Background: an optimization exercise with open tools, aiming at small area and a short achievable clock period. Do not read the settings as production practice.
At most, simulation tests tie the RTL to the original design; equivalence was not proved.

== run F ==
==> flow/design.v <==
module SPI (clk,rst_n,MOSI,MISO,SS_n,rx_data,rx_valid,tx_data,tx_valid);
input MOSI,SS_n,clk,rst_n;
output reg rx_valid;
output reg [9:0] rx_data;
input [7:0] tx_data;
input tx_valid;
output reg MISO;
reg chk, act, sh;
reg is_ra, is_rd;
reg rd_address_first;
reg [3:0] cnt;
reg [3:0] count_3;
wire send = act & is_rd & ~sh & tx_valid & ~count_3[3];
always @(posedge clk,negedge rst_n)
begin
    if(!rst_n) begin
        chk <= 1'b0;
        act <= 1'b0;
        sh <= 1'b0;
        rx_valid <= 1'b0;
        rd_address_first <= 1'b0;
        MISO <= 1'b0;
    end else begin
        chk <= ~SS_n & ~chk & ~act;
        act <= ~SS_n & (chk | act);
        sh <= ~SS_n & (chk | (sh & (cnt != 4'd9)));
        rx_valid <= act & ~sh;
        if(act & is_ra)
            rd_address_first <= 1'b1;
        else if(act & is_rd)
            rd_address_first <= 1'b0;
        if(send)
            MISO <= tx_data[~count_3[2:0]];
    end
end
always @(posedge clk)
begin
    if(chk) begin
        is_ra <= MOSI & ~rd_address_first;
        is_rd <= MOSI & rd_address_first;
    end
    if(!act)
        cnt <= 4'd0;
    else if(sh)
        cnt <= cnt + 4'd1;
    if(!act)
        count_3 <= 4'd0;
    else if(send)
        count_3 <= count_3 + 4'd1;
    if(sh)
        rx_data <= {rx_data[8:0],MOSI};
end
endmodule
module RAM_pr2(clk,rst_n,din,rx_valid,dout,tx_valid);
input [9:0] din;
input rx_valid,clk,rst_n;
output [7:0] dout;
output reg tx_valid;
reg [5:0] hi_oh;
reg [1:0] lo;
reg [1:0] part;
reg [1:0] a10;
reg is21;
reg [7:0] cw;
reg valid;
reg [1:0] p3;         
reg [1:0] p4;         
reg match_r;
reg [3:0] lo_wb;      
reg [7:0] rd_r;
reg rd_ok;
wire ld_addr = rx_valid & ~din[8];
wire wr = rx_valid & ~din[9] & din[8];
wire [5:0] h = din[7:2];
reg [2:0] d_hi;
reg [1:0] d_lo, d_part;
reg d_is21;
always @(*) begin
    d_is21 = 1'b0;
    if (h[1:0] != 2'd3) begin
        d_hi = {1'b0, h[5:4]}; d_lo = h[3:2]; d_part = h[1:0];
    end else if (h[3:2] != 2'd3) begin
        d_hi = 3'd4; d_lo = h[5:4]; d_part = h[3:2];
    end else if (h[5:4] != 2'd3) begin
        d_hi = 3'd5; d_lo = 2'd0; d_part = h[5:4];
    end else begin
        d_hi = 3'd5; d_lo = 2'd1; d_part = 2'd0; d_is21 = 1'b1;
    end
end
wire [1:0] p4_nx = p4 + 2'd1;
wire [1:0] p3_nx = (p4 == 2'd3) ? ((p3 == 2'd2) ? 2'd0 : p3 + 2'd1) : p3;
wire match_old = (p4_nx == a10) & (is21 | (p3_nx == part));
wire match_new = (p4_nx == din[1:0]) & (d_is21 | (p3_nx == d_part));
wire match_nx = ld_addr ? match_new : match_old;
wire fetch = rd_ok & ~valid;
wire valid_nx = wr | (~ld_addr & (valid | fetch));
assign dout = cw;
always @(posedge clk,negedge rst_n) begin
    if(!rst_n)
        tx_valid<=0;
    else if(rx_valid)
        tx_valid<=din[9]&din[8];
end
integer k;
always @(posedge clk) begin
    p4 <= p4_nx;
    p3 <= p3_nx;
    if(ld_addr) begin
        for (k = 0; k < 6; k = k + 1)
            hi_oh[k] <= d_hi == k;
        lo <= d_lo;
        part <= d_part;
        a10 <= din[1:0];
        is21 <= d_is21;
    end
    match_r <= match_nx;
    valid <= valid_nx;
    for (k = 0; k < 4; k = k + 1)
        lo_wb[k] <= (lo == k) & match_old & valid_nx;
    if(wr)
        cw <= din[7:0];
    else if(fetch)
        cw <= rd_r;
end
wire [7:0] last [0:23];
assign last[22] = 8'd0;
assign last[23] = 8'd0;
reg [7:0] rd;
integer g;
always @(*) begin
    rd = 8'd0;
    for (g = 0; g < 6; g = g + 1)
        rd = rd | ({8{hi_oh[g]}} & last[{g[2:0],lo}]);
end
always @(posedge clk) begin
    rd_r <= rd;
    rd_ok <= match_r & ~ld_addr;
end
genvar l;
generate
for (l = 0; l < 22; l = l + 1) begin : g_loop
    localparam N = (l == 21) ? 4 : 12;
    reg [8*N-1:0] w;
    wire sel = hi_oh[l/4] & lo_wb[l%4];
    assign last[l] = w[8*N-8 +: 8];
    always @(posedge clk)
        w <= {w[8*N-9:0], sel ? cw : w[8*N-8 +: 8]};
end
endgenerate
endmodule
module Master(SS_n,MOSI,MISO,clk,rst_n);
input MOSI,SS_n,clk,rst_n;
 output MISO;
 wire rx_valid;
wire [9:0] rx_data;
wire [7:0] tx_data;
wire tx_valid;
 SPI   s1 (clk,rst_n,MOSI,MISO,SS_n,rx_data,rx_valid,tx_data,tx_valid);
RAM_pr2  R1(clk,rst_n,rx_data,rx_valid,tx_data,tx_valid);
endmodule
==> flow/config.mk <==
export PLATFORM = sky130hd
export DESIGN_NAME = Master
export DESIGN_NICKNAME = Master
export VERILOG_FILES = /design/flow/design.v
export SDC_FILE = /design/flow/constraint.sdc
export NUM_CORES = 4
export LEC_CHECK = 0
export CAP_MARGIN = 20
export CORE_MARGIN = 2
export CORE_UTILIZATION = 60
export CTS_CLUSTER_DIAMETER = 100
export CTS_CLUSTER_SIZE = 30
export PLACE_DENSITY = 0.7
export SETUP_SLACK_MARGIN = 2.0
export SLEW_MARGIN = 20
==> flow/constraint.sdc <==
create_clock -name core_clock -period 3.7 [get_ports {clk}]
set_input_delay 0.7400 -clock core_clock [delete_from_list [all_inputs] [get_ports {clk}]]
set_output_delay 0.7400 -clock core_clock [all_outputs]
set_load 0.01 [all_outputs]
run.sh (not shown) runs the stock make flow with config.mk's settings and CLKGATE_MAP_FILE= SYNTH_SCRIPT=/design/flow/synth_recipe.tcl, a recipe that flattens the netlist after the stock synthesis.
Run F reached the end of the flow, and the finished layout is clean on the timing, design-rule and antenna checks.
Input-level comparison between run M and run F:
==> flow/design.v, changed modules only <==
module SPI (clk,rst_n,MOSI,MISO,SS_n,rx_data,rx_valid,tx_data,tx_valid);
input MOSI,SS_n,clk,rst_n;
output reg rx_valid;
output reg [9:0] rx_data;
input [7:0] tx_data;
input tx_valid;
output reg MISO;
reg chk, act, sh;
reg is_ra, is_rd;
reg rd_address_first;
reg [3:0] cnt;
wire send = act & is_rd & ~sh & tx_valid & ~cnt[3];
wire last_bit = cnt == 4'd9;
always @(posedge clk,negedge rst_n)
begin
    if(!rst_n) begin
        chk <= 1'b0;
        act <= 1'b0;
        sh <= 1'b0;
        rx_valid <= 1'b0;
        rd_address_first <= 1'b0;
        MISO <= 1'b0;
    end else begin
        chk <= ~SS_n & ~chk & ~act;
        act <= ~SS_n & (chk | act);
        sh <= ~SS_n & (chk | (sh & ~last_bit));
        rx_valid <= act & ~sh;
        if(act & is_ra)
            rd_address_first <= 1'b1;
        else if(act & is_rd)
            rd_address_first <= 1'b0;
        if(send)
            MISO <= tx_data[~cnt[2:0]];
    end
end
always @(posedge clk)
begin
    if(chk) begin
        is_ra <= MOSI & ~rd_address_first;
        is_rd <= MOSI & rd_address_first;
    end
    if(!act || (sh && last_bit))
        cnt <= 4'd0;
    else if(sh || send)
        cnt <= cnt + 4'd1;
    if(sh)
        rx_data <= {rx_data[8:0],MOSI};
end
endmodule
- Of run F and run M, the run reporting the higher global-route usage was run M.
- The higher non-clock buffer count of run F and run M is in run F.
- Run M — synthesized instance count about 0.46% lower, run F as reference
- ~same routed wire length on met2 in run F and run M
- When run M is measured against run F, its final period utilization turns out 1.2 points higher.
Only the layout flow was run in run F; the RTL was not checked for function there.

[afterwards: timing with drivers on the ports]
The flow's constraints put no driver on any port. The routed layouts listed below were extracted and timed again, unchanged, in two steps. Step 1 (the two cells are an assumption about what drives the block):
set clk [get_ports {clk}]
set_driving_cell -lib_cell sky130_fd_sc_hd__clkbuf_16 $clk
set_driving_cell -lib_cell sky130_fd_sc_hd__buf_2 [delete_from_list [all_inputs] $clk]
Step 2 moves the port delays by t, midway between the first and last clock arrival at a register: inputs arrive t later, outputs are due t later. That takes back most of the time a late clock gives input paths. Three values: ideal ports, drivers, drivers and shift; two values: the first two.
| run | shift t [ns] | slack for setup (ns) | worst slew at a driven data input, ns |
|---|---|---|---|
| run F | 0.714 | 1.762 / 1.695 / 1.789 | 0.03 |
| run M | 0.718 | 1.718 / 1.648 / 1.778 | 0.03 |
After both steps every run listed still meets setup and hold.
